This is an optimization exercise on Yosys and OpenROAD, whose aim is small area and a short achievable clock period, not a production implementation. The RTL was checked by simulation tests, not by an equivalence proof against the original design. Power is estimated from default activity; no workload was simulated.

### flow/flow/run.sh
#!/bin/bash
# Own layout flow: the standard flow (standard.sh, unchanged synthesis), with the
# port buffers made of a faster buffer cell and gate sizing not limited to cells of the
# same footprint. Everything else, including the constraints, is the standard flow's.
set -euo pipefail
bash standard.sh \
  MATCH_CELL_FOOTPRINT=0 \
  "BUFFER_PORTS_ARGS=-buffer_cell sky130_fd_sc_hd__buf_4" \
  finish > standard_flow.log 2>&1
### flow/standard.sh
#!/bin/bash
# synth_recipe.tcl (not shown) runs the flow's synth.tcl, then flattens the netlist and writes it again
# the make line also repeats each setting of config.mk as NAME=value (left out here)
make -C /OpenROAD-flow-scripts/flow DESIGN_CONFIG=/design/flow/config.mk WORK_HOME=/design/flow/orfs CLKGATE_MAP_FILE= SYNTH_SCRIPT=/design/flow/synth_recipe.tcl "${@:-finish}"
### flow/config.mk
export PLATFORM = sky130hd
export DESIGN_NAME = kcpsm3
export DESIGN_NICKNAME = kcpsm3
export VERILOG_FILES = /design/flow/design.v
export SDC_FILE = /design/flow/constraint.sdc
export NUM_CORES = 4
export LEC_CHECK = 0
export CAP_MARGIN = 20
export CORE_MARGIN = 2
export CORE_UTILIZATION = 55
export CTS_CLUSTER_DIAMETER = 100
export CTS_CLUSTER_SIZE = 22
export SETUP_SLACK_MARGIN = 4.55
export SLEW_MARGIN = 20
export TNS_END_PERCENT = 100
### flow/constraint.sdc
create_clock -name core_clock -period 7.0 [get_ports {clk}]
set_input_delay 1.4000 -clock core_clock [delete_from_list [all_inputs] [get_ports {clk}]]
set_output_delay 1.4000 -clock core_clock [all_outputs]
set_load 0.01 [all_outputs]
### flow/design.v
`timescale 1 ps / 1ps
module kcpsm3(
  output [9:0]  address,
  input  [17:0] instruction,
  output [7:0]  port_id,
  output        write_strobe,
  output [7:0]  out_port,
  output        read_strobe,
  input  [7:0]  in_port,
  input         interrupt,
  output        interrupt_ack,
  input         reset,
  input         clk);
  wire [17:0] ins = instruction;
  wire [3:0]  top4 = ins[17:14];
  wire [2:0]  top3 = ins[17:15];
  reg reset_delay, internal_reset, t_state;
  always @(posedge clk) begin
    reset_delay    <= reset;
    internal_reset <= reset | reset_delay;
    t_state        <= ~t_state & ~internal_reset;
  end
  reg carry_flag, zero_flag;
  reg clean_int, active_interrupt, int_ack, int_enable, shadow_carry, shadow_zero;
  wire int_update = active_interrupt | (ins[17] & ins[16] & ins[15]);
  always @(posedge clk) begin
    clean_int        <= interrupt & ~internal_reset;
    active_interrupt <= ~internal_reset & t_state & clean_int & int_enable & ~active_interrupt;
    int_ack          <= active_interrupt;
    if (active_interrupt) begin
      shadow_carry <= carry_flag;
      shadow_zero  <= zero_flag;
    end
    if (internal_reset)
      int_enable <= 1'b0;
    else if (int_update)
      int_enable <= ~active_interrupt & ins[0] & ~int_ack;
  end
  assign interrupt_ack = int_ack;
  wire condition_met = ins[11] ? (ins[10] ? ~carry_flag : carry_flag)
                               : (ins[10] ? ~zero_flag  : zero_flag);
  wire move_group = (top4 == 4'b1100) | (top4 == 4'b1101) | (top4 == 4'b1110) | (top4 == 4'b1010);
  wire taken      = move_group & (~ins[12] | condition_met);
  wire call_op    = (top4 == 4'b1100);
  wire ret_op     = (top4 == 4'b1010) | (top4 == 4'b1110);
  reg  [9:0] pc;
  reg  [9:0] tos;
  wire [9:0] pc_inc = pc + 10'd1;
  wire [9:0] vector = ins[15] ? tos : ins[9:0];
  always @(posedge clk)
    if (internal_reset)        pc <= 10'd0;
    else if (active_interrupt) pc <= 10'h3FF;
    else if (~t_state)         pc <= taken ? vector : pc_inc;
  assign address = pc;
  function [4:0] lfsr_state(input integer n);
    case (n)
      0: lfsr_state = 5'h01;
      1: lfsr_state = 5'h02;
      2: lfsr_state = 5'h04;
      3: lfsr_state = 5'h09;
      4: lfsr_state = 5'h12;
      5: lfsr_state = 5'h05;
      6: lfsr_state = 5'h0b;
      7: lfsr_state = 5'h16;
      8: lfsr_state = 5'h0c;
      9: lfsr_state = 5'h19;
      10: lfsr_state = 5'h13;
      11: lfsr_state = 5'h07;
      12: lfsr_state = 5'h0f;
      13: lfsr_state = 5'h1f;
      14: lfsr_state = 5'h1e;
      15: lfsr_state = 5'h1c;
      16: lfsr_state = 5'h18;
      17: lfsr_state = 5'h11;
      18: lfsr_state = 5'h03;
      19: lfsr_state = 5'h06;
      20: lfsr_state = 5'h0d;
      21: lfsr_state = 5'h1b;
      22: lfsr_state = 5'h17;
      23: lfsr_state = 5'h0e;
      24: lfsr_state = 5'h1d;
      25: lfsr_state = 5'h1a;
      26: lfsr_state = 5'h15;
      27: lfsr_state = 5'h0a;
      28: lfsr_state = 5'h14;
      29: lfsr_state = 5'h08;
      30: lfsr_state = 5'h10;
      default: lfsr_state = 5'h00;
    endcase
  endfunction
  wire push = ~internal_reset & ~t_state & (active_interrupt | (call_op & taken));
  wire pop  = ~internal_reset & ~t_state & ~active_interrupt & ret_op & taken;
  reg  [4:0] sp;
  wire [4:0] sp_up   = {sp[3:0], sp[4] ^ sp[2]};
  wire [4:0] sp_down = {sp[0] ^ sp[3], sp[4:1]};
  reg  [9:0] stack_mem [0:28];
  reg  [9:0] stack_rd;
  integer k;
  always @(*) begin
    stack_rd = 10'd0;
    for (k = 0; k < 29; k = k + 1)
      stack_rd = stack_rd | ({10{sp == lfsr_state(k + 2)}} & stack_mem[k]);
  end
  always @(posedge clk) begin
    if (internal_reset) sp <= lfsr_state(0);
    else if (push)      sp <= sp_up;
    else if (pop)       sp <= sp_down;
    if (push)     tos <= active_interrupt ? pc : pc_inc;
    else if (pop) tos <= stack_rd;
  end
  genvar g;
  generate
    for (g = 0; g < 29; g = g + 1) begin : stk
      always @(posedge clk)
        if (sp == lfsr_state(g + 1)) stack_mem[g] <= tos;
    end
  endgenerate
  reg  [7:0] regs [0:15];
  wire [15:0] x_sel = 16'd1 << ins[11:8];
  wire [15:0] y_sel = 16'd1 << ins[7:4];
  reg  [7:0] sx, sy;
  always @(*) begin
    sx = 8'd0;
    sy = 8'd0;
    for (k = 0; k < 16; k = k + 1) begin
      sx = sx | ({8{x_sel[k]}} & regs[k]);
      sy = sy | ({8{y_sel[k]}} & regs[k]);
    end
  end
  reg  [7:0] sx_q, op2_q;
  wire [7:0] op2 = ins[12] ? sy : ins[7:0];
  reg  [7:0] s_lo, s_hi;   
  reg  [17:13] iq;       
  reg  r_shift, r_in, r_fetch, r_arith, r_logic;   
  reg  cin_q;            
  wire a_cycle = ~internal_reset & ~t_state;
  wire store_op = (top3 == 3'b101) & ins[14] & ins[13];
  wire reg_op   = (top3 == 3'b000) | (top3 == 3'b001) | (top3 == 3'b011) | (top3 == 3'b100);
  wire flag_op  = (top4 == 4'b0010) | (top4 == 4'b0011) | (top4 == 4'b0100) | (top4 == 4'b0101) |
                  (top4 == 4'b0110) | (top4 == 4'b0111) | (top4 == 4'b1000) | (top4 == 4'b1110);
  reg  reg_en, mem_en, flag_en;
  always @(posedge clk) begin
    reg_en  <= a_cycle & ~active_interrupt & reg_op;
    mem_en  <= a_cycle & ~active_interrupt & store_op;
    flag_en <= a_cycle & flag_op;
  end
  always @(posedge clk) begin
    sx_q  <= sx;
    op2_q <= op2;
    s_lo  <= 8'd1 << op2[2:0];
    s_hi  <= 8'd1 << op2[5:3];
    iq    <= ins[17:13];
    r_shift <= ins[17];
    r_in    <= ~ins[17] & (top4[2:0] == 3'b001) & ~ins[13];
    r_fetch <= ~ins[17] & (top4[2:0] == 3'b001) & ins[13];
    r_arith <= ~ins[17] & ins[16] & (ins[15] | ins[14]);
    r_logic <= ~ins[17] & ~(top4[2:0] == 3'b001) & ~(ins[16] & (ins[15] | ins[14]));
    cin_q <= ins[14] ^ (ins[13] & carry_flag);
  end
  wire io_op  = ~ins[16] & ins[14] & ~ins[13] & (ins[17] == ins[15]);
  wire out_op = io_op & ins[17];
  reg  [7:0] out_q, port_q;
  always @(posedge clk) begin
    out_q  <= sx  & {8{out_op}};
    port_q <= op2 & {8{io_op}};
  end
  assign out_port = out_q;
  assign port_id  = port_q;
  wire [7:0] a = sx_q;
  wire [7:0] b = op2_q;
  wire [3:0] qtop4 = iq[17:14];
  reg [7:0] logical;
  always @(*)
    case (iq[14:13])
      2'b00: logical = b;
      2'b01: logical = a & b;
      2'b10: logical = a | b;
      default: logical = a ^ b;
    endcase
  wire [8:0] sum = {1'b0, a} + {1'b0, b ^ {8{iq[14]}}} + {8'd0, cin_q};
  wire       arith_carry = sum[8] ^ iq[14];
  wire shift_in = b[2] ? (b[1] ? b[0] : a[0]) : (b[1] ? a[7] : carry_flag);
  wire [7:0] shifted = b[3] ? {shift_in, a[7:1]} : {a[6:0], shift_in};
  wire shift_carry = b[3] ? a[0] : a[7];
  reg  [7:0] scratch [0:63];
  reg  [63:0] s_sel;
  reg  [7:0] fetched, row;
  integer j;
  always @(*) begin
    fetched = 8'd0;
    for (j = 0; j < 8; j = j + 1) begin
      row = 8'd0;
      for (k = 0; k < 8; k = k + 1) begin
        s_sel[j * 8 + k] = s_hi[j] & s_lo[k];
        row = row | ({8{s_lo[k]}} & scratch[j * 8 + k]);
      end
      fetched = fetched | ({8{s_hi[j]}} & row);
    end
  end
  wire [7:0] result = ({8{r_shift}} & shifted) | ({8{r_in}} & in_port) | ({8{r_fetch}} & fetched) |
                      ({8{r_arith}} & sum[7:0]) | ({8{r_logic}} & logical);
  wire parity    = ^(a & b);
  wire new_carry = iq[17] ? (iq[15] ? shadow_carry : shift_carry)
                 : iq[16] ? ((~iq[15] & ~iq[14]) ? parity : arith_carry) : 1'b0;
  wire [7:0] bb = b ^ {8{iq[14]}};
  wire [7:0] zero_carry = {a[6:0] | bb[6:0], cin_q};
  wire arith_zero = &(~(a ^ bb ^ zero_carry));
  wire new_zero  = iq[17] ? (iq[16] ? shadow_zero : (shifted == 8'd0))
                          : (r_arith ? arith_zero : (logical == 8'd0));
  always @(posedge clk) begin
    for (k = 0; k < 16; k = k + 1)
      if (reg_en & x_sel[k]) regs[k] <= result;
    for (k = 0; k < 64; k = k + 1)
      if (mem_en & s_sel[k]) scratch[k] <= a;
    if (internal_reset) begin
      carry_flag <= 1'b0;
      zero_flag  <= 1'b0;
    end else if (flag_en) begin
      carry_flag <= new_carry;
      zero_flag  <= new_zero;
    end
  end
  wire io_decode = ~t_state & ~active_interrupt & ~ins[16] & ins[14] & ~ins[13];
  reg  ws, rs;
  always @(posedge clk) begin
    ws <= ~internal_reset & io_decode & ins[17] & ins[15];
    rs <= ~internal_reset & io_decode & ~ins[17] & ~ins[15];
  end
  assign write_strobe = ws;
  assign read_strobe  = rs;
endmodule
==> results of run 1 <==
-- repair_timing --
action,in CTS,in global routing
cloned,11,7
gates resized for setup,262,78
endpoints found under the setup margin,450,195
pin swaps,32,34
buffers inserted,97,26
-- report_power, final --
group / switching [mW] / total [mW] / internal [mW] / leakage, nW
clock: 1.88 / 3.32 / 1.44 / 0.712
combinational: 0.827 / 1.32 / 0.494 / 5.88
sequential: 0.0783 / 6.88 / 6.80 / 9.24
total: 2.79 / 11.5 / 8.73 / 15.8
-- cell usage after synthesis (all sizes together) (16+ instances only) --
cell type  number  area, µm²
a2111oi        23        201
a21oi          59        295
a22oi         341       2560
a31oi          18        113
and3          139        870
buf            56        269
clkbuf        142        534
dfxtp          87       1740
edfxtp        942      28300
ha             31        388
inv            54        205
mux2           39        443
mux2i          39        390
nand2          72        270
nand2b         19        126
nand3          95        475
nand3b         38        285
nand4          98        613
nor2          100        383
nor2b          35        219
nor3           36        185
nor4           17        106
o21ai          43        215
xnor2          16        140
xor2           25        219
-- per-stage QoR --
stage | total power [mW] | area (µm²)
after floorplan | 7.62 | 42700
after global placement | 7.96 | 43800
after detailed placement | 7.98 | 43800
after CTS | 11.5 | 47500
after global routing | 11.8 | 48300
final | 11.5 | 48300
-- worst min path at each step --
stage	to	start	cells after the start
5_1_grt	internal_reset	reset_delay	1
4_1_cts	internal_reset	reset_delay	1
3_5_place_dp	internal_reset	reset_delay	1
2_1_floorplan	internal_reset	reset_delay	1
3_3_place_gp	internal_reset	reset_delay	1
6_report	internal_reset	reset_delay	1
-- state kept, by name, summed over array words and instances (netlist names), 5 cells and up --
name and flops:
iq 5, op2_q 8, out_q 8, pc 10, port_q 8, regs 128, s_hi 8, s_lo 8
scratch 512, sp 5, stack_mem 290, sx_q 8, tos 10
-- layer usage --
layer	wire length [µm]	GRT usage	part of all wire	up-vias
li1	-	-	-	11500
met1	52100	0.464	0.40	14000
met2	61700	0.522	0.47	1595
met3	12200	0.0452	0.093	266
met4	5020	0.113	0.038	0
met5	0	0	0	-
-- layout by cell type, fill, tap and decap left out, types with 16 or more instances in the layout --
| cell type | instances |
|---|---|
| ha_1 | 25 |
| dfxtp_1 | 36 |
| buf_6 | 52 |
| nor2_1 | 63 |
| clkbuf_1 | 30 |
| nand3b_1 | 38 |
| inv_1 | 39 |
| buf_12 | 28 |
| a21oi_1 | 55 |
| and3_1 | 137 |
| mux2i_1 | 37 |
| nor3_1 | 25 |
| nand4_1 | 98 |
| clkbuf_16 | 70 |
| nand2_1 | 65 |
| a22oi_1 | 326 |
| buf_4 | 149 |
| edfxtp_1 | 942 |
| a31oi_1 | 16 |
| nor2b_1 | 21 |
| nor2_4 | 27 |
| o21ai_0 | 34 |
| dfxtp_2 | 18 |
| dfxtp_4 | 33 |
| nand3_1 | 88 |
| xor2_1 | 20 |
| mux2_2 | 30 |
-- worst register-to-register path: stages, from the launching register on --
cell	delay (ns)
dfxtp_4	0.39
xnor2_4	0.19
fa_2	0.24
inv_2	0.04
fa_2	0.39
xor2_1	0.19
a222oi_1	0.66
nand3b_1	0.18
buf_6	0.20
-- area by class of cell --
type / instances / area [µm²] / share of cell area
sequential: 1029 / 30200 / 0.625
multi-input combinational: 1526 / 12100 / 0.251
timing repair buffer: 263 / 3050 / 0.0631
clock buffer: 84 / 1460 / 0.0303
tap: 978 / 1220 / 0.0253
inverter: 55 / 229 / 0.00474
clock inverter: 2 / 22.5 / 0.000466
antenna: 1 / 2.50 / 0.0000518
-- cells by family (layout without fill, tap and decap cells) --
group / Yosys count / count (layout)
adder cells (fa/ha/maj): 33 / 33
AND/OR/NAND/NOR: 719 / 719
flip-flops: 1029 / 1029
other: 0 / 1
XOR/XNOR: 41 / 41
AO/OA/AOI/OAI: 637 / 640
buffers and inverters: 253 / 404
multiplexers: 93 / 93
==> results.txt, run 1 <==
outcome=no timing/DRC/antenna violations; DRT Pass-1 Iters=9; Synth Area in Compound Gates=0.113; final critical-path setup slack=4.29 ns; reg2reg end=regs[4][2]; largest net degree at the start of global routing=73; synthesized flop and latch total=about 1000; Starting DRT DRC Count=4194; Leakage Power=15.8 nW; critical-path cell list=xnor2_4 > fa_2 > inv_2 > fa_2 > xor2_1 > a222oi_1 > nand3b_1 > buf_6; ys flop type=edfxtp_1; Synth Warn #=4; share of layout cells above drive strength 1=0.217; row count=slightly above 100; Setup Crit Path Kind=reg2reg; Post-synth ARST share=0; DPL Wire Length=72300 µm; Initial Util=0.554; final hold violations=0; area of the core=75600 µm²; Simple-Gate Fraction of Synth Area=0.0979; final WL=131000 µm; Post-Syn Instances=2805; Syn-to-layout area delta=15.4%; IO Pins=between 50 and 60; DIE HEIGHT=roughly 280 µm; worst skew pair latency=0.66 ns; max-slew violations=0; dpl ws=3.04 ns; all-layer global routing usage=0.326; Worst Path Buf+Inv=2; Final GP Congestion=0.891; maximum capacitance violations=0; clock skew=about 0.037 ns; CTS tree=built; Peak Freq=0.369 GHz; Critical Path End=regs[4][2]; Finished Layout Cells=3938; CP startpoint kind=register; hold_buf cts=0; clock-pin slew on the worst setup and hold paths=0.09 ns; global-route wire length before repair=184000 µm; R2R depth=8; Worst slew margin=0.228; synthesized cell area=41800 µm²; critical path required time=7.39 ns; vias in the first global route=26200; Port Buffer Count=57; fill count=5499; critical path launch point=op2_q[0]; via count=27300; fin crit period=2.71 ns; multiplexer share of the synthesized area=0.0280; CP Max Fanout=16; final worst path period share=0.387; Routed Antenna Nets=0; final hold slack=0.417 ns; path category of the worst min-delay check=reg2reg; Critical R2R Launch=op2_q[0]; setup TNS=0 ns; die width=roughly 280 µm; library cells used by synthesis=90; initial antenna violation count=1; final core occ=0.639; placed insts=3710; CP Depth=8; root buf cell=clkbuf_16; per-cell routed wire length=about 33 µm; crit-path leading delay family=compound AO/OA/AOI/OAI gates; Die Area=78300 µm²; largest family of logic cells by synthesized area=compound AO/OA/AOI/OAI gates; EDFF count, synth=942; Clock Tree Buf Depth=3; vias per cell=6.94; Post-Synth XOR/XNOR Area=0.00858; Final nets=roughly 3000; drt drc=0; sequential cell area fraction in the yosys report=0.718; P per Cell Area=around 240 nW/µm²; Slew @ Worst Pin=1.16 ns; critical path endpoint category=register; clock buffer count from CTS=52; Critical Path Most Common Cell=fa_2; Critical Path AT=3.10 ns; Critical Path Max Stage Delay=0.66 ns; RSZ-0062 raised after global routing=true; R2R Setup Slk=4.29 ns; Synth Area in Adders=0.0102; Mapped Nets=2867; # H-tree levels=2; aggregate global routing overflow=0; setup violators final=0; Sinks on Clock Net=1029; Mean Syn Cell Area=14.9 µm²; Crit-path slowest cell=a222oi_1; IR drop worst, VDD=between 0.2 and 0.25 mV
==> run 2: changes to the inputs <==
--- a/flow/config.mk
+++ b/flow/config.mk
@@ -11,5 +11,5 @@
 export CTS_CLUSTER_DIAMETER = 100
 export CTS_CLUSTER_SIZE = 22
-export SETUP_SLACK_MARGIN = 4.55
+export SETUP_SLACK_MARGIN = 4.25
 export SLEW_MARGIN = 20
 export TNS_END_PERCENT = 100
==> results.txt, run 2 <==
CP startpoint kind=register; number of flip-flops in the largest register=512 (unchanged); all-layer global routing usage=0.309 (-0.0170); EDFF count, synth=942 (unchanged); final hold violations=0 (unchanged); IO Pins=58 (unchanged); Starting DRT DRC Count=4074 (-2.9%); Initial Util=0.554 (unchanged); Post-synth ARST share=0 (unchanged); library cells used by synthesis=90 (unchanged); clock buffer count from CTS=52 (unchanged); CTS tree=built; maximum capacitance violations=0 (unchanged); Critical Path AT=3.14 ns (+0.04 ns); Finished Layout Cells=3858 (-2.0%); area of the multi-input gates=11500 µm² (-5.1%); Port Buffer Count=57 (unchanged); sequential cell area fraction in the yosys report=0.718 (unchanged); CP Max Fanout=21 (+5); row count=101 (unchanged); share of layout cells above drive strength 1=0.162 (-0.0554); largest net degree at the start of global routing=73 (unchanged); hold_sp=reset_delay; DPL Wire Length=73300 µm (+1.4%); count leader, synth=edfxtp_1; Reg with most FFs=scratch; P per Cell Area=244 nW/µm² (+2.4%); commonest cells after routing, fill and taps aside=942 x edfxtp_1, 331 x a22oi_1, 142 x buf_4; clock skew=0.0217 ns (-0.0156 ns); total power=11.3 mW (-1.5%); R2R Setup Slk=4.23 ns (-0.06 ns); dpl ws=3.09 ns (+0.0522 ns); root buf cell=clkbuf_16; Mean Syn Cell Area=14.9 µm² (unchanged); placed insts=3716 (+0.16%); Die Area=78300 µm² (unchanged); setup violators final=0 (unchanged); Post-Syn Instances=2805 (unchanged); commonest cells in the netlist=942 x edfxtp_1, 341 x a22oi_1, 141 x clkbuf_1, 139 x and3_1, 98 x nand4_1; R2R depth=7 (-1); Worst Path Buf+Inv=2 (unchanged); initial antenna violation count=3 (+2); Top Registers=scratch x512, stack_mem x290, regs x128; Final nets=2909 (-2.7%); Crit-path slowest cell=a22oi_1; via count=26700 (-2.4%); register area=30100 µm² (-0.27%); synthesized flop and latch total=1029 (unchanged); reg2reg end=regs[8][0]; setup TNS=0 ns (unchanged); Syn-to-layout area delta=10.9%; vias per cell=6.92 (-0.37%); Routed Antenna Nets=0 (unchanged); critical path required time=7.37 ns (-0.02 ns); Synth Warn #=4 (unchanged); Hold Path End=internal_reset; fin crit period=2.77 ns (+0.0645 ns); Critical Path Max Stage Delay=0.58 ns (-0.08 ns); max-slew violations=0 (unchanged); Leakage Power=15.1 nW (-4.6%); crit-path leading delay family=compound AO/OA/AOI/OAI gates; outcome=no timing/DRC/antenna violations; IR drop worst, VDD=0.217 mV (-9.7%); Hold Path Stages=1 (unchanged); Mapped Nets=2867 (unchanged); most common cell after layout, fill and taps aside=edfxtp_1; Setup Crit Path Kind=reg2reg; ys flop type=edfxtp_1; RSZ-0062 raised after global routing=true; drt drc=0 (unchanged); Sinks on Clock Net=1029 (unchanged); # H-tree levels=2 (unchanged); Worst slew margin=0.274 (+0.0463); global-route wire length before repair=177000 µm (-4.0%); final WL=125000 µm (-4.7%); per-cell routed wire length=32.4 µm (-2.7%); area of the core=75600 µm² (unchanged); final hold slack=0.417 ns (-0.0000230 ns); Critical R2R Launch=s_lo[2]; Area contributors post-synth=edfxtp_1 68%, a22oi_1 6.1%, dfxtp_1 4.2%; DRT Pass-1 Iters=9 (unchanged); Clock Tree Buf Depth=3 (unchanged); aggregate global routing overflow=0 (unchanged); path category of the worst min-delay check=reg2reg; die width=280 µm (unchanged); final worst path period share=0.396 (+0.00922); Synth area leader=edfxtp_1; vias in the first global route=25300 (-3.3%); Synth top area share=0.676 (unchanged); Slew @ Worst Pin=1.09 ns (-0.0694 ns); Final GP Congestion=0.903 (+1.4%); fill count=5656 (+2.9%); final critical-path setup slack=4.23 ns (-0.0645 ns); synthesized cell area=41800 µm² (unchanged); critical-path cell list=buf_4 > a22oi_1 > nand4_1 > a22oi_1 > and4_1 > o21ai_1 > buf_4; DIE HEIGHT=280 µm (unchanged); clock-pin slew on the worst setup and hold paths=0.09 ns (about the same); critical path endpoint category=register; worst skew pair latency=0.65 ns (about the same); Peak Freq=0.361 GHz (-2.3%)
==> run 2: per-stage QoR <==
| step | cell area, µm² | utilization |
|---|---|---|
| floorplan | 42400 | - |
| global placement | 43700 | 0.578 |
| detailed placement | 43700 | 0.578 |
| CTS | 45800 | 0.606 |
| global route | 46400 | 0.614 |
| finish | 46400 | 0.614 |
==> run 2: timing repair <==
action                                  CTS  global route
endpoints found under the setup margin  247           157
cloned                                    3             9
hold endpoints to repair                  0             0
pin swaps                                 7             8
hold buffers                              0             0
resized for setup                       101            57
buffers inserted                         18            24
==> run 2: kinds of logic after synthesis <==
group	after synthesis	share of synthesized area
AOI/OAI and AO/OA	637	0.113
xor gates and xnor gates	41	0.00858
adders and majority gates	33	0.0102
buffers and inverters	253	0.0242
DFF	1029	0.718
muxes	93	0.0280
and+or+nand+nor	719	0.0979
==> run 2: layer usage <==
layer	track usage	vias up	wire length (µm)
li1	-	11400	-
met4	0.0794	0	3400
met1	0.443	13600	50200
met5	0	-	0
met2	0.500	1568	60100
met3	0.0494	206	11200
==> run 2: area by class of cell <==
class | count | share of cell area
sequential | 1029 | 0.648
multi-input combinational | 1525 | 0.248
clock buffer | 84 | 0.0315
timing repair buffer | 184 | 0.0407
clock inverter | 2 | 0.000485
inverter | 55 | 0.00466
antenna | 1 | 0.0000539
tap | 978 | 0.0264
==> run 2: report_power, final <==
part,internal [mW],switching (mW)
Clock,1.44,1.86
Sequential,6.80,0.0866
Combinational,0.410,0.739
==> run 2: worst max path at each step <==
stage | slack [ns] | start | to | depth (start not counted)
floorplan | 4.09 | instruction[11] | tos[0] | 6
global placement | 3.21 | instruction[11] | sp[0] | 6
detailed placement | 3.09 | instruction[7] | s_lo[0] | 7
CTS | 4.22 | sp[0] | tos[9] | 6
global route | 4.18 | sp[4] | tos[3] | 6
finish | 4.23 | s_lo[2] | regs[8][0] | 7
==> run 3: changes to the inputs <==
--- a/flow/config.mk
+++ b/flow/config.mk
@@ -6,10 +6,10 @@
 export NUM_CORES = 4
 export LEC_CHECK = 0
-export CAP_MARGIN = 20
+export CAP_MARGIN = 5
 export CORE_MARGIN = 2
 export CORE_UTILIZATION = 55
 export CTS_CLUSTER_DIAMETER = 100
 export CTS_CLUSTER_SIZE = 22
-export SETUP_SLACK_MARGIN = 4.25
-export SLEW_MARGIN = 20
+export SETUP_SLACK_MARGIN = 4.4
+export SLEW_MARGIN = 5
 export TNS_END_PERCENT = 100
==> results.txt, run 3 <==
root buf cell=clkbuf_16; Starting DRT DRC Count=4086 (+0.29%); Leakage Power=15.4 nW (+1.8%); Crit-path slowest cell=nor2b_1; Top Registers=scratch x512, stack_mem x290, regs x128; die width=280 µm (unchanged); all-layer global routing usage=0.318 (+0.00878); final hold slack=0.419 ns (+0.00213 ns); most common cell after layout, fill and taps aside=edfxtp_1; critical path endpoint category=register; DPL Wire Length=72700 µm (-0.82%); library cells used by synthesis=90 (unchanged); setup violators final=0 (unchanged); ys flop type=edfxtp_1; Critical Path AT=2.95 ns (-0.19 ns); Routed Antenna Nets=0 (unchanged); Worst Path Buf+Inv=1 (-1); critical path required time=7.29 ns (-0.08 ns); DRT Pass-1 Iters=9 (unchanged); Final nets=2938 (+1.0%); Worst slew margin=0.198 (-0.0764); Slew @ Worst Pin=1.20 ns (+0.115 ns); maximum capacitance violations=0 (unchanged); P per Cell Area=242 nW/µm² (-1.0%); synthesized cell area=41800 µm² (unchanged); CP Max Fanout=55 (+160%); via count=27000 (+1.3%); vias in the first global route=25600 (+1.4%); area of the core=75600 µm² (unchanged); Setup Crit Path Kind=in2reg; # H-tree levels=2 (unchanged); global-route wire length before repair=181000 µm (+2.2%); reg2reg end=regs[0][7]; Post-Syn Instances=2805 (unchanged); drt drc=0 (unchanged); Sinks on Clock Net=1029 (unchanged); clock buffer count from CTS=52 (unchanged); row count=101 (unchanged); Synth top area share=0.676 (unchanged); IO Pins=58 (unchanged); Critical R2R Launch=iq[14]; DIE HEIGHT=280 µm (unchanged); count leader, synth=edfxtp_1; Critical Path End=regs[6][0]; CP Depth=4 (-3); CP startpoint kind=primary input; crit-path leading delay family=simple AND/OR/NAND/NOR gates; IR drop worst, VDD=0.224 mV (+3.4%); final hold violations=0 (unchanged); synthesized flop and latch total=1029 (unchanged); largest net degree at the start of global routing=73 (unchanged); Peak Freq=0.376 GHz (+4.3%); critical-path cell list=buf_16 > nor2b_1 > nand2_2 > nor2_4; Final GP Congestion=0.892 (-1.2%); EDFF count, synth=942 (unchanged); final worst path period share=0.380 (-0.0163); max-slew violations=0 (unchanged); final WL=127000 µm (+2.0%); R2R depth=9 (+2); sequential cell area fraction in the yosys report=0.718 (unchanged); CTS tree=built; Reg with most FFs=scratch; Syn-to-layout area delta=12.7%; initial antenna violation count=1 (-2); Mean Syn Cell Area=14.9 µm² (unchanged); clock-pin slew on the worst setup and hold paths=0.08 ns (about the same); fin crit period=2.66 ns (-0.114 ns); setup TNS=0 ns (unchanged); critical path launch point=instruction[10]; Die Area=78300 µm² (unchanged); Synth Warn #=4 (unchanged); number of flip-flops in the largest register=512 (unchanged); outcome=no timing/DRC/antenna violations; share of layout cells above drive strength 1=0.187 (+0.0256); Post-synth ARST share=0 (unchanged); R2R Setup Slk=4.36 ns (+0.13 ns); commonest cells in the netlist=942 x edfxtp_1, 341 x a22oi_1, 141 x clkbuf_1, 139 x and3_1, 98 x nand4_1; commonest cells after routing, fill and taps aside=942 x edfxtp_1, 328 x a22oi_1, 161 x buf_4; aggregate global routing overflow=0 (unchanged); vias per cell=6.96 (+0.56%); worst skew pair latency=0.64 ns (about the same); Area contributors post-synth=edfxtp_1 68%, a22oi_1 6.1%, dfxtp_1 4.2%; Mapped Nets=2867 (unchanged); per-cell routed wire length=32.8 µm (+1.3%); Clock Tree Buf Depth=3 (unchanged); Critical Path Max Stage Delay=0.62 ns (+0.04 ns); path category of the worst min-delay check=reg2reg; Port Buffer Count=57 (unchanged); Synth area leader=edfxtp_1; clock skew=0.0190 ns (-0.00267 ns); Initial Util=0.554 (unchanged); RSZ-0062 raised after global routing=true
-- run 3: cell types whose count changed in the layout (fill, tap and decap cells not counted), moves of 5 or more --
cell | previous run | this run
buf_4 | 142 | 161
nor2_2 | 18 | 11
o21ai_1 | 2 | 7
nor2_1 | 69 | 60
dfxtp_2 | 18 | 9
dfxtp_4 | 11 | 26
o21ai_0 | 40 | 35
dfxtp_1 | 58 | 52
nor2_4 | 13 | 29
-- run 3: worst min path at each step --
stage                start        endpoint  slack (ns)  depth (start not counted)
3_5_place_dp   reset_delay  internal_reset        0.40                          1
2_1_floorplan  reset_delay  internal_reset        0.39                          1
3_3_place_gp   reset_delay  internal_reset        0.40                          1
5_1_grt        reset_delay  internal_reset        0.47                          1
4_1_cts        reset_delay  internal_reset        0.42                          1
6_report       reset_delay  internal_reset        0.42                          1
-- run 3: stage by stage --
stage / power [mW] / setup WS (ns) / cells / area (µm²) / util
after detailed placement: 7.98 / 3.01 / 3715 / 43800 / 0.579
after floorplan: 7.62 / 4.08 / 2805 / 42600 / -
after global placement: 7.96 / 3.00 / 3715 / 43800 / 0.579
final: 11.4 / 4.34 / 3887 / 47100 / 0.624
after global routing: 11.7 / 4.31 / 3886 / 47100 / 0.624
after CTS: 11.4 / 4.36 / 3858 / 46600 / 0.617
-- run 3: worst reg2reg max path, delay by kind of cell (launching register included) --
kind	cells	cell delay, ns
flip-flops	1	0.40
adder cells (fa/ha/maj)	1	0.19
XOR/XNOR	2	0.40
AO/OA/AOI/OAI	3	1.01
AND/OR/NAND/NOR	1	0.12
buffers and inverters	2	0.24
-- run 3: per-layer routing --
metal,vias up,routed length [µm],GRT usage
met2,1621,59300,0.501
met4,0,5060,0.111
met5,-,0,0
met3,265,12000,0.0540
li1,11400,-,-
met1,13800,51000,0.452
-- run 3: cell families (layout without fill, tap and decap cells) --
group,Yosys count,in the layout,synth area share
and+or+nand+nor,719,719,0.0979
other,0,1,0
DFF,1029,1029,0.718
muxes,93,94,0.0280
AOI/OAI and AO/OA,637,639,0.113
adders and majority gates,33,33,0.0102
buffers and inverters,253,353,0.0242
xor gates and xnor gates,41,41,0.00858
-- run 3: timing repair --
item | in CTS | in global routing
hold buffers | 0 | 0
pin swaps | 17 | 16
gates cloned | 7 | 5
setup endpoints to repair | 382 | 149
setup buffers | 50 | 23
gates resized for setup | 168 | 59
-- run 3: final cells by class --
cell class | instances | area (µm²)
Antenna cell | 1 | 2.50
Clock buffer | 84 | 1460
Clock inverter | 2 | 22.5
Fill cell | 5594 | 28400
Inverter | 55 | 216
Multi-Input combinational cell | 1526 | 11900
Sequential cell | 1029 | 30100
Tap cell | 978 | 1220
Timing Repair Buffer | 212 | 2210
-- run 3: power breakdown --
part	total [mW]	internal (mW)	switching, mW	leakage (nW)
logic	1.21	0.428	0.782	5.44
clock network	3.32	1.44	1.88	0.712
registers	6.88	6.80	0.0733	9.23
total	11.4	8.67	2.74	15.4
==> run 4: changes to the inputs <==
--- a/flow/design.v
+++ b/flow/design.v
@@ -132,4 +132,5 @@
   reg  [7:0] s_lo, s_hi;   
   reg  [17:13] iq;       
+  reg  [3:0] xq;         
   reg  r_shift, r_in, r_fetch, r_arith, r_logic;   
   reg  cin_q;            
@@ -151,4 +152,5 @@
     s_hi  <= 8'd1 << op2[5:3];
     iq    <= ins[17:13];
+    xq    <= ins[11:8];
     r_shift <= ins[17];
     r_in    <= ~ins[17] & (top4[2:0] == 3'b001) & ~ins[13];
@@ -210,5 +212,5 @@
   always @(posedge clk) begin
     for (k = 0; k < 16; k = k + 1)
-      if (reg_en & x_sel[k]) regs[k] <= result;
+      if (reg_en & (xq == k)) regs[k] <= result;
     for (k = 0; k < 64; k = k + 1)
       if (mem_en & s_sel[k]) scratch[k] <= a;
--- a/flow/config.mk
+++ b/flow/config.mk
@@ -6,5 +6,5 @@
 export NUM_CORES = 4
 export LEC_CHECK = 0
-export CAP_MARGIN = 5
+export CAP_MARGIN = 20
 export CORE_MARGIN = 2
 export CORE_UTILIZATION = 55
@@ -12,4 +12,4 @@
 export CTS_CLUSTER_SIZE = 22
 export SETUP_SLACK_MARGIN = 4.4
-export SLEW_MARGIN = 5
+export SLEW_MARGIN = 20
 export TNS_END_PERCENT = 100
==> results.txt, run 4 <==
final critical-path setup slack=4.30 ns (-0.0392 ns); Synth Area in Adders=0.0104 (+0.000193); Crit-path slowest cell=a222oi_1; Cell Area, Placed=43000 µm² (-1.9%); initial antenna violation count=0 (-1); P per Cell Area=248 nW/µm² (+2.4%); IO Pins=58 (unchanged); synthesized cell area=41100 µm² (-1.9%); dpl ws=3.26 ns (+0.245 ns); setup TNS=0 ns (unchanged); area of the core=74200 µm² (-1.8%); final WL=120000 µm (-5.5%); Die Area=76900 µm² (-1.8%); Initial Util=0.553 (about the same); largest family of logic cells by synthesized area=compound AO/OA/AOI/OAI gates; clock-pin slew on the worst setup and hold paths=0.09 ns (about the same); CP startpoint kind=register; worst skew pair latency=0.65 ns (about the same); register area=30200 µm² (+0.32%); per-cell routed wire length=31.6 µm (-3.5%); Synth Area in Compound Gates=0.122 (+0.00864); hold_buf cts=0 (unchanged); path category of the worst min-delay check=reg2reg; DR WL met2=57300 µm (-3.5%); critical-path cell list=xnor2_4 > fa_2 > inv_2 > fa_2 > a222oi_1 > nand3_4 > clkbuf_16; Post-Synth XOR/XNOR Area=0.00874 (+0.000162); area of the multi-input gates=10800 µm² (-8.9%); Worst slew margin=0.197 (-0.000342); DIE HEIGHT=277 µm (-0.92%); all-layer global routing usage=0.302 (-0.0159); outcome=no timing/DRC/antenna violations; synthesized flop and latch total=1033 (+0.39%); drt drc=0 (unchanged); number of flip-flops in the largest register=512 (unchanged); Port Buffer Count=57 (unchanged); share of layout cells above drive strength 1=0.187 (-0.000531); Synth Warn #=4 (unchanged); critical path endpoint category=register; Simple-Gate Fraction of Synth Area=0.0768 (-0.0211); Slew @ Worst Pin=1.20 ns (+0.000512 ns); Clock Tree Buf Depth=3 (unchanged); multiplexer share of the synthesized area=0.0257 (-0.00230); CTS tree=built; via count=25700 (-5.0%); Synth area leader=edfxtp_1; final worst path period share=0.386 (+0.00560); Top Registers=scratch x512, stack_mem x290, regs x128; Reg with most FFs=scratch; maximum capacitance violations=0 (unchanged); die width=277 µm (-0.92%); Final GP Congestion=0.908 (+1.8%); Critical Path Max Stage Delay=0.62 ns (about the same); largest net degree at the start of global routing=73 (unchanged); total power=11.5 mW (+0.70%); sequential cell area fraction in the yosys report=0.733 (+0.0155); setup violators final=0 (unchanged); Syn-to-layout area delta=13.0%; ys flop type=edfxtp_1; root buf cell=clkbuf_16; Post-synth ARST share=0 (unchanged); Starting DRT DRC Count=3648 (-11%); fin crit period=2.70 ns (+0.0392 ns); Leakage Power=15.2 nW (-0.95%); design area=46400 µm² (-1.6%); DPL Wire Length=68400 µm (-6.0%); Critical Path Most Common Cell=fa_2; RSZ-0062 raised after global routing=true; max-slew violations=0 (unchanged); Peak Freq=0.371 GHz (-1.5%); DR top layer=met4; count leader, synth=edfxtp_1; commonest cells in the netlist=942 x edfxtp_1, 398 x a22oi_1, 116 x clkbuf_1, 115 x nor2_1, 105 x nand2_1; vias per cell=6.75 (-2.9%); IR drop worst, VDD=0.202 mV (-9.8%); met1 wire length=49100 µm (-3.7%); aggregate global routing overflow=0 (unchanged); Post-Syn Instances=2676 (-4.6%); placed insts=3597 (-3.2%); met3 WL post-DR=9870 µm (-18%); clock skew=0.0237 ns (+0.00463 ns); Synth top area share=0.689 (+0.0128); DRT Pass-1 Iters=6 (-3); Routed Antenna Nets=0 (unchanged); clock buffer count from CTS=53 (+1.9%); Finished Layout Cells=3806 (-2.1%); most common cell after layout, fill and taps aside=edfxtp_1; commonest cells after routing, fill and taps aside=942 x edfxtp_1, 380 x a22oi_1, 168 x buf_4; global-route wire length before repair=170000 µm (-6.1%); final hold violations=0 (unchanged); library cells used by synthesis=85 (-5.6%); Setup Crit Path Kind=reg2reg; Mapped Nets=2738 (-4.5%); Final nets=2854 (-2.9%); # H-tree levels=2 (unchanged); CP Max Fanout=8 (-85%); Area contributors post-synth=edfxtp_1 69%, a22oi_1 7.3%, dfxtp_1 4.4%; vias in the first global route=24200 (-5.5%); critical path required time=7.41 ns (+0.12 ns); Sinks on Clock Net=1033 (+0.39%); fill count=5419 (-3.1%); EDFF count, synth=942 (unchanged); Mean Syn Cell Area=15.3 µm² (+2.9%); row count=100 (-0.99%); Critical Path AT=3.11 ns (+0.16 ns)
run 4: cell types whose count changed after synthesis, sizes merged, moves of 22 or more:
cell     change
clkbuf      -25
nand3       -54
a22oi       +58
nand3b      -24
nor2        +23
and3        -66
nand2       +34
a2111oi     -22
a221oi      +23
run 4: critical path: cells and delay by family (launching register included):
family	cells	cell delay, ns
compound gates	1	0.62
xor+xnor	1	0.15
fa+ha+maj	2	0.77
buf+inv	2	0.29
flops	1	0.39
simple gates	1	0.23
run 4: power by group:
group          switching [mW]  total (mW)  internal (mW)
Combinational           0.769        1.21          0.437
Sequential             0.0758        6.90           6.82
Clock                    1.91        3.38           1.48
run 4: cell type report:
cell class	count	area share
clock buffer	96	0.0325
tap	969	0.0261
clock inverter	3	0.000917
timing repair buffer	231	0.0511
antenna	1	0.0000539
sequential	1033	0.652
multi-input combinational	1420	0.233
inverter	53	0.00440
run 4: path summary, 6_finish.rpt:
| check | startpoint | to | slack, ns | depth (start not counted) |
|---|---|---|---|---|
| max | op2_q[0] | regs[4][1] | 4.30 | 7 |
| min | reset_delay | internal_reset | 0.43 | 1 |
| max reg2reg | op2_q[0] | regs[4][1] | 4.30 | 7 |
| min reg2reg | reset_delay | internal_reset | 0.43 | 1 |
run 4: stage by stage:
step / hold slack, ns / utilization
3_3_place_gp: 0.398 / 0.579
5_1_grt: 0.439 / 0.625
2_1_floorplan: 0.373 / -
3_5_place_dp: 0.410 / 0.579
4_1_cts: 0.431 / 0.615
6_report: 0.427 / 0.625
run 4: logic make-up after synthesis:
kind of cell | count (synthesis)
flip-flops | 1033
AO/OA/AOI/OAI | 666
AND/OR/NAND/NOR | 593
buffers and inverters | 225
multiplexers | 85
XOR/XNOR | 41
adder cells (fa/ha/maj) | 33
run 4: repair_timing:
item / in CTS / in global routing
resized for setup: 133 / 49
buffers inserted: 49 / 48
pin swaps: 17 / 25
setup endpoints to repair: 372 / 177
cloned: 5 / 7
run 4: per-layer routing:
| metal | up-vias | GRT usage |
|---|---|---|
| met5 | - | 0 |
| met4 | 0 | 0.100 |
| met3 | 198 | 0.0376 |
| met2 | 1358 | 0.483 |
| met1 | 13200 | 0.436 |
| li1 | 11000 | - |
==> run 5: changes to the inputs <==
--- a/flow/config.mk
+++ b/flow/config.mk
@@ -8,5 +8,5 @@
 export CAP_MARGIN = 20
 export CORE_MARGIN = 2
-export CORE_UTILIZATION = 55
+export CORE_UTILIZATION = 48
 export CTS_CLUSTER_DIAMETER = 100
 export CTS_CLUSTER_SIZE = 22
==> results.txt, run 5 <==
Mean Syn Cell Area=15.3 µm² (unchanged); fill count=6793 (+25%); aggregate global routing overflow=0 (unchanged); IR drop worst, VDD=0.236 mV (+17%); # H-tree levels=2 (unchanged); synthesized flop and latch total=1033 (unchanged); most common cell after layout, fill and taps aside=edfxtp_1; switching share of total power=0.238 (-0.00184); fin crit period=2.69 ns (-0.00990 ns); DRT Pass-1 Iters=6 (unchanged); critical path launch point=s_lo[0]; Critical R2R Launch=s_lo[0]; share of layout cells above drive strength 1=0.174 (-0.0132); drt drc=0 (unchanged); Post-Synth XOR/XNOR Area=0.00874 (unchanged); all-layer global routing usage=0.265 (-0.0370); CTS tree=built; Psw=2.70 mW (-1.8%); clock-pin slew on the worst setup and hold paths=0.09 ns (about the same); R2R Setup Slk=4.31 ns (about the same); clock skew=0.0288 ns (+0.00517 ns); Synth Area in Compound Gates=0.122 (unchanged); worst skew pair latency=0.65 ns (about the same); Sinks on Clock Net=1033 (unchanged); outcome=no timing/DRC/antenna violations; library cells used by synthesis=85 (unchanged); R2R depth=10 (+3); design area=46300 µm² (-0.26%); Routed Antenna Nets=0 (unchanged); Port Buffer Count=57 (unchanged); setup violators final=0 (unchanged); Synth top area share=0.689 (unchanged); Seq pwr share=0.609 (+0.008); hold_sp=reset_delay; maximum capacitance violations=0 (unchanged); Worst slew margin=0.232 (+0.0352); Starting DRT DRC Count=3062 (-16%); ys flop type=edfxtp_1; largest family of logic cells by synthesized area=compound AO/OA/AOI/OAI gates; Mapped Nets=2738 (unchanged); sequential cell area fraction in the yosys report=0.733 (unchanged); clock buffer count from CTS=52 (-1.9%); critical path endpoint category=register; clock share of power=0.292 (-0.002); path category of the worst min-delay check=reg2reg; CP Max Fanout=21 (+13); critical path required time=7.41 ns (about the same); max-slew violations=0 (unchanged); synthesized cell area=41100 µm² (unchanged); via count=25500 (-0.61%); IO Pins=58 (unchanged); reg2reg end=regs[1][5]; Cell Area, Placed=43200 µm² (+0.45%); Synth Warn #=4 (unchanged); EDFF count, synth=942 (unchanged); Critical Path AT=3.10 ns (about the same); Simple-Gate Fraction of Synth Area=0.0768 (unchanged); Top Registers=scratch x512, stack_mem x290, regs x128; Final GP Congestion=0.899 (-0.99%); Leakage Power=15.1 nW (-1.2%); count leader, synth=edfxtp_1; row count=107 (+7.0%); multiplexer share of the synthesized area=0.0257 (unchanged); Reg with most FFs=scratch; Syn-to-layout area delta=12.7%; final hold slack=0.420 ns (-0.00686 ns); per-cell routed wire length=30.0 µm (-5.1%); Area contributors post-synth=edfxtp_1 69%, a22oi_1 7.3%, dfxtp_1 4.4%; commonest cells in the netlist=942 x edfxtp_1, 398 x a22oi_1, 116 x clkbuf_1, 115 x nor2_1, 105 x nand2_1; Die Area=87900 µm² (+14%); Critical Path End=regs[1][5]; largest net degree at the start of global routing=73 (unchanged); DIE HEIGHT=296 µm (+6.9%); Initial Util=0.483 (-0.0704); DPL Wire Length=67700 µm (-0.98%); final hold violations=0 (unchanged); area of the core=85000 µm² (+15%); Peak Freq=0.372 GHz (+0.37%); Synth area leader=edfxtp_1; initial antenna violation count=1 (+1); CP startpoint kind=register; Slew @ Worst Pin=1.15 ns (-0.0571 ns); number of flip-flops in the largest register=512 (unchanged); final WL=119000 µm (-1.5%); Post-Syn Instances=2676 (unchanged); setup TNS=0 ns (unchanged); die width=296 µm (+6.9%); vias in the first global route=24500 (+1.1%); Setup Crit Path Kind=reg2reg; Synth Area in Adders=0.0104 (unchanged); Clock Tree Buf Depth=3 (unchanged); RSZ-0062 raised after global routing=true; Final nets=2831 (-0.81%); root buf cell=clkbuf_16; global-route wire length before repair=170000 µm (+0.27%); vias per cell=6.47 (-4.2%); final worst path period share=0.384 (-0.00141); P per Cell Area=246 nW/µm² (-0.82%); combinational share of power=0.099 (-0.006); Int Power=8.66 mW (-0.84%); Post-synth ARST share=0 (unchanged); total power=11.4 mW (-1.1%); n_diodes=0 (-1); commonest cells after routing, fill and taps aside=942 x edfxtp_1, 383 x a22oi_1, 155 x buf_4
## run 5: cell counts after synthesis
No cell type changed its count.
## run 5: cell type report
| type | instances | area [µm²] | share of cell area |
|---|---|---|---|
| clock buffers | 86 | 1450 | 0.0313 |
| clock inverters | 3 | 43.8 | 0.000947 |
| inverters | 53 | 208 | 0.00449 |
| multi-input cells | 1420 | 10800 | 0.233 |
| flip-flops and latches | 1033 | 30200 | 0.653 |
| well taps | 1144 | 1430 | 0.0309 |
| repair buffers | 209 | 2120 | 0.0459 |
## run 5: what timing repair did
| item | CTS | global route |
|---|---|---|
| endpoints found under the setup margin | 371 | 165 |
| gates cloned | 6 | 3 |
| pin swaps | 8 | 17 |
| setup buffers | 49 | 34 |
| hold buffers | 0 | 0 |
| gates resized for setup | 125 | 36 |
| hold endpoints to repair | 0 | 0 |
## run 5: critical path, stage by stage (launching register included)
cell and delay (ns):
dfxtp_4 0.46, buf_4 0.27, a22oi_1 0.20, nand4_1 0.23, a22oi_2 0.35, nand4_1 0.21, nand2_1 0.14, o211ai_1 0.10
buf_4 0.18, buf_4 0.13, buf_6 0.13
## run 5: layer usage
| metal | wire length (µm) | GRT usage | up-vias |
|---|---|---|---|
| li1 | - | - | 10900 |
| met1 | 49400 | 0.383 | 13100 |
| met2 | 56400 | 0.427 | 1252 |
| met3 | 9120 | 0.0339 | 223 |
| met4 | 3690 | 0.0726 | 2 |
| met5 | 17 | 0 | - |
## run 5: power groups by stage
stage               Combinational (mW)  Sequential, mW  Clock [mW]
floorplan                        0.582            7.05           0
global placement                 0.854            7.12           0
detailed placement               0.865            7.13           0
CTS                               1.05            6.92        3.36
global route                      1.19            6.93        3.56
finish                            1.12            6.92        3.32
## run 5: logic make-up (layout without fill, tap and decap cells)
logic type,after synthesis,in the layout
AO/OA/AOI/OAI,666,667
XOR/XNOR,41,41
flip-flops,1033,1033
buffers and inverters,225,351
multiplexers,85,85
adder cells (fa/ha/maj),33,33
AND/OR/NAND/NOR,593,594
## run 5: how the worst min path moves through the flow
stage,to,cells after the start
CTS,internal_reset,1
global placement,internal_reset,1
global route,internal_reset,1
floorplan,int_ack,0
finish,internal_reset,1
detailed placement,internal_reset,1
## run 5: through the flow
step           utilization  cells  worst slack, ns
2_1_floorplan            -   2676             4.02
3_3_place_gp         0.508   3767             3.21
3_5_place_dp         0.508   3767             3.25
4_1_cts              0.538   3911             4.36
5_1_grt              0.544   3948             4.26
6_report             0.544   3948             4.31
==> run 6: changes to the inputs <==
--- a/flow/config.mk
+++ b/flow/config.mk
@@ -8,5 +8,5 @@
 export CAP_MARGIN = 20
 export CORE_MARGIN = 2
-export CORE_UTILIZATION = 48
+export CORE_UTILIZATION = 62
 export CTS_CLUSTER_DIAMETER = 100
 export CTS_CLUSTER_SIZE = 22
==> results.txt, run 6 <==
largest net degree at the start of global routing=73 (unchanged); final WL=119000 µm (+0.53%); hold_buf cts=0 (unchanged); Final GP Congestion=0.973 (+8.3%); Slew @ Worst Pin=1.13 ns (-0.0175 ns); all-layer global routing usage=0.333 (+0.0681); root buf cell=clkbuf_16; vias in the first global route=24400 (-0.44%); Leakage Power=15.3 nW (+1.5%); max-slew violations=0 (unchanged); DIE HEIGHT=261 µm (-12%); most common cell after layout, fill and taps aside=edfxtp_1; number of flip-flops in the largest register=512 (unchanged); worst skew pair latency=0.67 ns (+0.02 ns); area of the core=65600 µm² (-23%); IO Pins=58 (unchanged); library cells used by synthesis=85 (unchanged); count leader, synth=edfxtp_1; DRT Pass-1 Iters=6 (unchanged); clock skew=0.0321 ns (+0.00327 ns); row count=94 (-12%); RSZ-0062 raised after global routing=true; Critical R2R Launch=s_lo[2]; Initial Util=0.626 (+0.143); CP Max Fanout=8 (-62%); Synth Warn #=4 (unchanged); EDFF count, synth=942 (unchanged); routing usage on met2=0.528 (+0.101); Sinks on Clock Net=1033 (unchanged); DPL Wire Length=66000 µm (-2.5%); commonest cells after routing, fill and taps aside=942 x edfxtp_1, 370 x a22oi_1, 145 x buf_4; Routed Antenna Nets=0 (unchanged); GRT busiest layer=met2; met3 GRT Util=0.0509 (+0.0170); # H-tree levels=2 (unchanged); sequential cell area fraction in the yosys report=0.733 (unchanged); clock buffer count from CTS=52 (unchanged); CP startpoint kind=register; clock-pin slew on the worst setup and hold paths=0.09 ns (about the same); commonest cells in the netlist=942 x edfxtp_1, 398 x a22oi_1, 116 x clkbuf_1, 115 x nor2_1, 105 x nand2_1; Synth top area share=0.689 (unchanged); Post-synth ARST share=0 (unchanged); global-route wire length before repair=165000 µm (-3.1%); ys flop type=edfxtp_1; Critical Path AT=3.12 ns (+0.02 ns); path category of the worst min-delay check=reg2reg; Synth area leader=edfxtp_1; final worst path period share=0.391 (+0.00647); drt drc=0 (unchanged); outcome=no timing/DRC/antenna violations; critical path required time=7.38 ns (-0.03 ns); final hold violations=0 (unchanged); synthesized flop and latch total=1033 (unchanged); vias per cell=7.06 (+9.1%); P per Cell Area=247 nW/µm² (+0.44%); Post-Syn Instances=2676 (unchanged); initial antenna violation count=4 (+3); hold_sp=reset_delay; setup TNS=0 ns (unchanged); Final nets=2846 (+0.53%); critical path launch point=s_lo[2]; per-cell routed wire length=32.3 µm (+7.4%); critical path endpoint category=register; IR drop worst, VDD=0.282 mV (+19%); fill count=4300 (-37%); Top Registers=scratch x512, stack_mem x290, regs x128; Syn-to-layout area delta=13.2%; Mean Syn Cell Area=15.3 µm² (unchanged); Die Area=68300 µm² (-22%); aggregate global routing overflow=0 (unchanged); Worst slew margin=0.247 (+0.0145); Port Buffer Count=57 (unchanged); die width=261 µm (-12%); Clock Tree Buf Depth=3 (unchanged); Starting DRT DRC Count=4265 (+39%); share of layout cells above drive strength 1=0.185 (+0.0116); Reg with most FFs=scratch; CTS tree=built; Mapped Nets=2738 (unchanged); via count=26100 (+2.0%); M1 GR Usage=0.479 (+0.0959); fin crit period=2.73 ns (+0.0453 ns); Setup Crit Path Kind=reg2reg; setup violators final=0 (unchanged); total power=11.5 mW (+0.93%); synthesized cell area=41100 µm² (unchanged); Area contributors post-synth=edfxtp_1 69%, a22oi_1 7.3%, dfxtp_1 4.4%; maximum capacitance violations=0 (unchanged); Peak Freq=0.366 GHz (-1.7%)
[run 6: logic make-up (layout without fill, tap and decap cells)]
kind of cell | Yosys count | after routing | synth area share
flip-flops | 1033 | 1033 | 0.733
other | 0 | 2 | 0
XOR/XNOR | 41 | 41 | 0.00874
multiplexers | 85 | 85 | 0.0257
AO/OA/AOI/OAI | 666 | 666 | 0.122
AND/OR/NAND/NOR | 593 | 594 | 0.0768
buffers and inverters | 225 | 376 | 0.0231
adder cells (fa/ha/maj) | 33 | 33 | 0.0104
[run 6: metrics by stage]
stage / setup WS, ns / hold slack, ns / utilization / cell area, µm² / cells
2_1_floorplan: 4.02 / 0.373 / - / 41700 / 2676
3_3_place_gp: 3.31 / 0.398 / 0.652 / 42800 / 3488
3_5_place_dp: 3.29 / 0.402 / 0.652 / 42800 / 3490
4_1_cts: 4.39 / 0.424 / 0.694 / 45500 / 3641
5_1_grt: 4.27 / 0.428 / 0.708 / 46500 / 3693
6_report: 4.27 / 0.420 / 0.708 / 46500 / 3694
[run 6: where the power goes]
group          total [mW]  internal, mW  switching (mW)
Clock                3.33          1.45            1.88
Combinational        1.23         0.466           0.766
Sequential           6.91          6.82          0.0880
Total                11.5          8.74            2.73
[run 6: per-layer routing]
layer  part of all wire  wire, µm
met2               0.47     56200
met1               0.38     45400
met5                  0         0
met3               0.11     12700
met4              0.041      4910
[run 6: worst paths after layout]
check                           slack, ns  cells after the start              to
worst max-delay path                 4.27                     11     regs[13][7]
worst max register to register       4.27                     11     regs[13][7]
worst min-delay path                 0.42                      1  internal_reset
worst min register to register       0.42                      1  internal_reset
[run 6: worst max-delay path, cell delays in order (launching register included)]
cell and delay, ns:
dfxtp_4 0.37, buf_12 0.16, buf_8 0.16, buf_4 0.15, a22oi_1 0.17, nand4_1 0.13
a22oi_1 0.38, nand4_1 0.27, nand2_1 0.20, o211ai_1 0.11, buf_4 0.19, buf_2 0.18
[run 6: what timing repair did]
item,CTS,global route
gates cloned,9,15
setup buffers,44,36
gates resized for setup,148,69
pin swaps,19,29
setup endpoints to repair,262,164
[run 6: layout make-up]
cell class,count,area (µm²),area share
timing repair buffer,225,2590,0.0557
sequential,1033,30200,0.651
antenna,2,5.00,0.000108
tap,864,1080,0.0233
clock inverter,4,65.1,0.00140
inverter,53,204,0.00439
clock buffer,94,1460,0.0314
multi-input combinational,1419,10800,0.233
==> run 7: changes to the inputs <==
--- a/flow/config.mk
+++ b/flow/config.mk
@@ -8,7 +8,7 @@
 export CAP_MARGIN = 20
 export CORE_MARGIN = 2
-export CORE_UTILIZATION = 62
-export CTS_CLUSTER_DIAMETER = 100
-export CTS_CLUSTER_SIZE = 22
+export CORE_UTILIZATION = 55
+export CTS_CLUSTER_DIAMETER = 60
+export CTS_CLUSTER_SIZE = 30
 export SETUP_SLACK_MARGIN = 4.4
 export SLEW_MARGIN = 20
==> results.txt, run 7 <==
library cells used by synthesis=85 (unchanged); sequential cell area fraction in the yosys report=0.733 (unchanged); dpl ws=3.26 ns (-0.0319 ns); largest family of logic cells by synthesized area=compound AO/OA/AOI/OAI gates; Mapped Nets=2738 (unchanged); Hold Path Stages=1 (unchanged); maximum capacitance violations=0 (unchanged); clock skew=0.0344 ns (+0.00228 ns); Die Area=76900 µm² (+13%); CTS tree=built; Slew @ Worst Pin=1.17 ns (+0.0440 ns); Critical Path Max Stage Delay=0.65 ns (+0.27 ns); synthesized cell area=41100 µm² (unchanged); hold_sp=reset_delay; EDFF count, synth=942 (unchanged); Synth Area in Adders=0.0104 (unchanged); CP startpoint kind=register; row count=100 (+6.4%); Synth Warn #=4 (unchanged); synthesized flop and latch total=1033 (unchanged); fin crit period=2.75 ns (+0.0185 ns); multiplexer share of the synthesized area=0.0257 (unchanged); Post-synth ARST share=0 (unchanged); Worst Path Buf+Inv=2 (-3); Routed Antenna Nets=0 (unchanged); Setup Crit Path Kind=reg2reg; Area contributors post-synth=edfxtp_1 69%, a22oi_1 7.3%, dfxtp_1 4.4%; RSZ-0062 raised after global routing=true; total power=12.5 mW (+9.0%); Critical Path AT=3.13 ns (about the same); Clock Tree Buf Depth=3 (unchanged); critical-path cell list=xnor2_4 > fa_2 > inv_2 > fa_2 > a222oi_1 > nand3_4 > buf_12; final core occ=0.636 (-0.0720); Final nets=2865 (+0.67%); max-slew violations=0 (unchanged); commonest cells in the netlist=942 x edfxtp_1, 398 x a22oi_1, 116 x clkbuf_1, 115 x nor2_1, 105 x nand2_1; Worst slew margin=0.218 (-0.0293); path category of the worst min-delay check=reg2reg; critical path endpoint category=register; per-cell routed wire length=31.8 µm (-1.5%); area of the core=74200 µm² (+13%); clock buffer count from CTS=66 (+27%); final hold slack=0.431 ns (+0.0104 ns); most common cell after layout, fill and taps aside=edfxtp_1; Peak Freq=0.363 GHz (-0.67%); fill count=5344 (+24%); Crit-path slowest cell=a222oi_1; critical path required time=7.38 ns (about the same); Leakage Power=15.6 nW (+2.1%); CP Max Fanout=8 (unchanged); P per Cell Area=265 nW/µm² (+7.3%); final WL=122000 µm (+1.9%); Reg with most FFs=scratch; setup TNS=0 ns (unchanged); CP Depth=7 (-4); number of flip-flops in the largest register=512 (unchanged); final worst path period share=0.393 (+0.00265); vias in the first global route=24600 (+1.0%); crit-path leading delay family=adder cells; outcome=no timing/DRC/antenna violations; DIE HEIGHT=277 µm (+6.1%); Post-Syn Instances=2676 (unchanged); final hold violations=0 (unchanged); Synth area leader=edfxtp_1; commonest cells after routing, fill and taps aside=942 x edfxtp_1, 378 x a22oi_1, 176 x buf_4; Synth top area share=0.689 (unchanged); # H-tree levels=3 (+1); Simple-Gate Fraction of Synth Area=0.0768 (unchanged); all-layer global routing usage=0.307 (-0.0269); IO Pins=58 (unchanged); aggregate global routing overflow=0 (unchanged); critical path launch point=op2_q[0]; Final GP Congestion=0.908 (-6.7%); via count=25900 (-0.80%); worst skew pair latency=0.65 ns (-0.02 ns); Mean Syn Cell Area=15.3 µm² (unchanged); setup violators final=0 (unchanged); initial antenna violation count=0 (-4); count leader, synth=edfxtp_1; Syn-to-layout area delta=15.0%; Port Buffer Count=57 (unchanged); global-route wire length before repair=172000 µm (+4.1%); R2R depth=7 (-4); root buf cell=clkbuf_16; vias per cell=6.76 (-4.1%); final critical-path setup slack=4.25 ns (-0.0185 ns); drt drc=0 (unchanged); largest net degree at the start of global routing=73 (unchanged); clock-pin slew on the worst setup and hold paths=0.09 ns (about the same); Synth Area in Compound Gates=0.122 (unchanged); Starting DRT DRC Count=3641 (-15%); Initial Util=0.553 (-0.0723); IR drop worst, VDD=0.246 mV (-13%); Critical Path Most Common Cell=fa_2; Post-Synth XOR/XNOR Area=0.00874 (unchanged); n_diodes=0 (-2); hold_buf cts=0 (unchanged); ys flop type=edfxtp_1; Sinks on Clock Net=1033 (unchanged); share of layout cells above drive strength 1=0.202 (+0.0169); DPL Wire Length=68400 µm (+3.6%); Top Registers=scratch x512, stack_mem x290, regs x128; die width=277 µm (+6.1%); DRT Pass-1 Iters=6 (unchanged); Critical R2R Launch=op2_q[0]
## run 7: cell counts after synthesis
No cell type changed its count.
## run 7: final cells by class
cell class | count | area [µm²] | area share
clock inverters | 45 | 606 | 0.0128
well taps | 969 | 1210 | 0.0257
flip-flops and latches | 1033 | 30200 | 0.640
clock buffers | 74 | 1790 | 0.0379
multi-input cells | 1421 | 10900 | 0.230
inverters | 53 | 208 | 0.00440
repair buffers | 228 | 2320 | 0.0491
## run 7: where the power goes
group	switching (mW)	leakage (nW)	internal, mW
registers	0.0809	9.28	6.82
clock network	2.26	1.13	2.12
logic	0.774	5.20	0.437
## run 7: worst paths after layout
| path | endpoint | slack (ns) |
|---|---|---|
| setup / recovery | regs[1][1] | 4.25 |
| hold / removal | internal_reset | 0.43 |
| setup reg to reg | regs[1][1] | 4.25 |
| hold reg to reg | internal_reset | 0.43 |
## run 7: stage by stage
step / instances / instance area (µm²)
2_1_floorplan: 2676 / 41700
3_3_place_gp: 3597 / 43000
3_5_place_dp: 3597 / 43000
4_1_cts: 3765 / 46500
5_1_grt: 3823 / 47200
6_report: 3823 / 47200
## run 7: cells by family (layout without fill, tap and decap cells)
kind of cell | after synthesis | in the layout
multiplexers | 85 | 85
XOR/XNOR | 41 | 41
flip-flops | 1033 | 1033
AND/OR/NAND/NOR | 593 | 595
buffers and inverters | 225 | 400
adder cells (fa/ha/maj) | 33 | 33
AO/OA/AOI/OAI | 666 | 667
## run 7: layer usage
layer | part of all wire | track usage
met1 | 0.40 | 0.438
met2 | 0.48 | 0.486
met3 | 0.085 | 0.0440
met4 | 0.035 | 0.110
met5 | 0 | 0
## run 7: what timing repair did
item	4_1_cts	5_1_grt
pin swaps	17	28
setup buffers	42	52
cloned	7	6
endpoints found under the setup margin	348	161
resized for setup	128	43
==> run 8: changes to the inputs <==
--- a/flow/config.mk
+++ b/flow/config.mk
@@ -9,6 +9,7 @@
 export CORE_MARGIN = 2
 export CORE_UTILIZATION = 55
-export CTS_CLUSTER_DIAMETER = 60
-export CTS_CLUSTER_SIZE = 30
+export CTS_BUF_LIST = sky130_fd_sc_hd__clkbuf_8
+export CTS_CLUSTER_DIAMETER = 100
+export CTS_CLUSTER_SIZE = 14
 export SETUP_SLACK_MARGIN = 4.4
 export SLEW_MARGIN = 20
==> results.txt, run 8 <==
setup TNS=0 ns (unchanged); Starting DRT DRC Count=3525 (-3.2%); Hold Path Stages=1 (unchanged); fin crit period=2.69 ns (-0.0580 ns); dpl ws=3.26 ns (unchanged); global-route wire length before repair=172000 µm (+0.13%); IO Pins=58 (unchanged); CTS tree=built; Leakage Power=15.3 nW (-1.9%); Mapped Nets=2738 (unchanged); Area contributors post-synth=edfxtp_1 69%, a22oi_1 7.3%, dfxtp_1 4.4%; Final nets=2880 (+0.52%); switching share of total power=0.249 (about the same); Critical Path AT=3.15 ns (+0.02 ns); met3 WL post-DR=9820 µm (-5.0%); clock skew=0.0437 ns (+0.00927 ns); count leader, synth=edfxtp_1; Crit-path slowest cell=mux4_2; Critical R2R Launch=sx_q[6]; critical-path cell list=buf_12 > inv_1 > ha_1 > mux4_2 > a222oi_1 > o211ai_1 > buf_6; vias per cell=6.78 (+0.20%); CP Max Fanout=17 (+9); Routed Antenna Nets=0 (unchanged); Post-synth ARST share=0 (unchanged); Hold Path End=internal_reset; IR drop worst, VDD=0.183 mV (-26%); Seq pwr share=0.619 (+0.067); Slew @ Worst Pin=1.19 ns (+0.0141 ns); final WL=122000 µm (+0.23%); clock share of power=0.274 (-0.077); final hold violations=0 (unchanged); synthesized cell area=41100 µm² (unchanged); Initial Util=0.553 (unchanged); max-slew violations=0 (unchanged); area of the core=74200 µm² (unchanged); Worst slew margin=0.208 (-0.00939); clock-pin slew on the worst setup and hold paths=0.10 ns (about the same); setup violators final=0 (unchanged); # H-tree levels=3 (unchanged); vias in the first global route=24700 (+0.30%); worst skew pair latency=0.73 ns (+0.08 ns); CP startpoint kind=register; Psw=2.78 mW (-11%); final critical-path setup slack=4.31 ns (+0.0580 ns); clock buffer count from CTS=84 (+27%); critical path endpoint category=register; EDFF count, synth=942 (unchanged); Die Area=76900 µm² (unchanged); Syn-to-layout area delta=12.6%; Synth area leader=edfxtp_1; Sinks on Clock Net=1033 (unchanged); DIE HEIGHT=277 µm (unchanged); path category of the worst min-delay check=reg2reg; RSZ-0062 raised after global routing=true; largest net degree at the start of global routing=73 (unchanged); fill count=5461 (+2.2%); met1 wire length=49500 µm (+0.72%); outcome=no timing/DRC/antenna violations; synthesized flop and latch total=1033 (unchanged); commonest cells after routing, fill and taps aside=942 x edfxtp_1, 379 x a22oi_1, 147 x buf_4; via count=26000 (+0.41%); hold_buf cts=0 (unchanged); hold_sp=reset_delay; row count=100 (unchanged); Setup Crit Path Kind=reg2reg; most common cell after layout, fill and taps aside=edfxtp_1; ys flop type=edfxtp_1; Synth top area share=0.689 (unchanged); library cells used by synthesis=85 (unchanged); Top Registers=scratch x512, stack_mem x290, regs x128; combinational share of power=0.108 (+0.011)
## run 8: cell count changes in the layout (fill, tap and decap cells not counted), sizes merged
cell | before | now
clkinv | 17 | 2
buf | 218 | 215
diode | 0 | 2
clkbuf | 84 | 95
clkinvlp | 9 | 4
bufinv | 4 | 0
o32ai | 6 | 5
inv | 68 | 91
## run 8: cell families (layout without fill, tap and decap cells)
kind of cell	count (synthesis)	in the layout	synth area share
and+or+nand+nor	593	595	0.0768
AOI/OAI and AO/OA	666	666	0.122
adders and majority gates	33	33	0.0104
buffers and inverters	225	407	0.0231
muxes	85	85	0.0257
xor gates and xnor gates	41	41	0.00874
DFF	1033	1033	0.733
other	0	2	0
## run 8: how the worst max path moves through the flow
stage                    startpoint          to  slack [ns]  cells after the start
floorplan           instruction[11]       pc[7]        4.02                      7
global placement    instruction[11]       pc[7]        3.30                      7
detailed placement   instruction[4]     s_lo[4]        3.26                      6
CTS                        op2_q[0]  regs[3][6]        4.33                     11
global route               op2_q[0]  regs[1][6]        4.22                     11
finish                      sx_q[6]  regs[5][6]        4.31                      7
## run 8: metrics by stage
stage	total power, mW	instance area, µm²	utilization	hold slack [ns]	cells
6_report	11.2	46200	0.623	0.426	3831
5_1_grt	11.5	46200	0.623	0.440	3831
4_1_cts	11.1	45500	0.614	0.432	3774
3_5_place_dp	8.01	43000	0.579	0.410	3597
3_3_place_gp	7.99	43000	0.579	0.398	3597
2_1_floorplan	7.63	41700	-	0.373	2676
## run 8: power by group through the flow
stage                     Sequential (mW)  Combinational [mW]  Clock (mW)
after detailed placement             7.12               0.892           0
after floorplan                      7.05               0.582           0
after CTS                            6.91                1.10        3.09
after global routing                 6.90                1.27        3.30
final                                6.90                1.20        3.05
after global placement               7.11               0.879           0
## run 8: layer usage
layer / global-route usage / vias to the layer above
met1: 0.436 / 13400
met2: 0.487 / 1343
met4: 0.117 / 0
met3: 0.0445 / 244
met5: 0 / -
li1: - / 11000
## run 8: worst max-delay path, delay by kind of cell (launching register included)
kind,cells,cell delay [ns]
adders and majority gates,1,0.31
DFF,1,0.46
AOI/OAI and AO/OA,2,0.61
muxes,1,0.49
buffers and inverters,3,0.54
## run 8: cell type report
| type | instances | area (µm²) | share of cell area |
|---|---|---|---|
| Clock buffer | 84 | 1160 | 0.0250 |
| Tap cell | 969 | 1210 | 0.0262 |
| Timing Repair Buffer | 226 | 2400 | 0.0519 |
| Antenna cell | 2 | 5.00 | 0.000108 |
| Clock inverter | 44 | 206 | 0.00446 |
| Inverter | 53 | 208 | 0.00449 |
| Sequential cell | 1033 | 30200 | 0.654 |
| Multi-Input combinational cell | 1420 | 10800 | 0.234 |
## run 8: timing repair
item / CTS / global route
gates resized for setup: 161 / 37
buffers inserted: 43 / 49
hold endpoints to repair: 0 / 0
cloned: 6 / 5
endpoints found under the setup margin: 362 / 155
pin swaps: 14 / 24
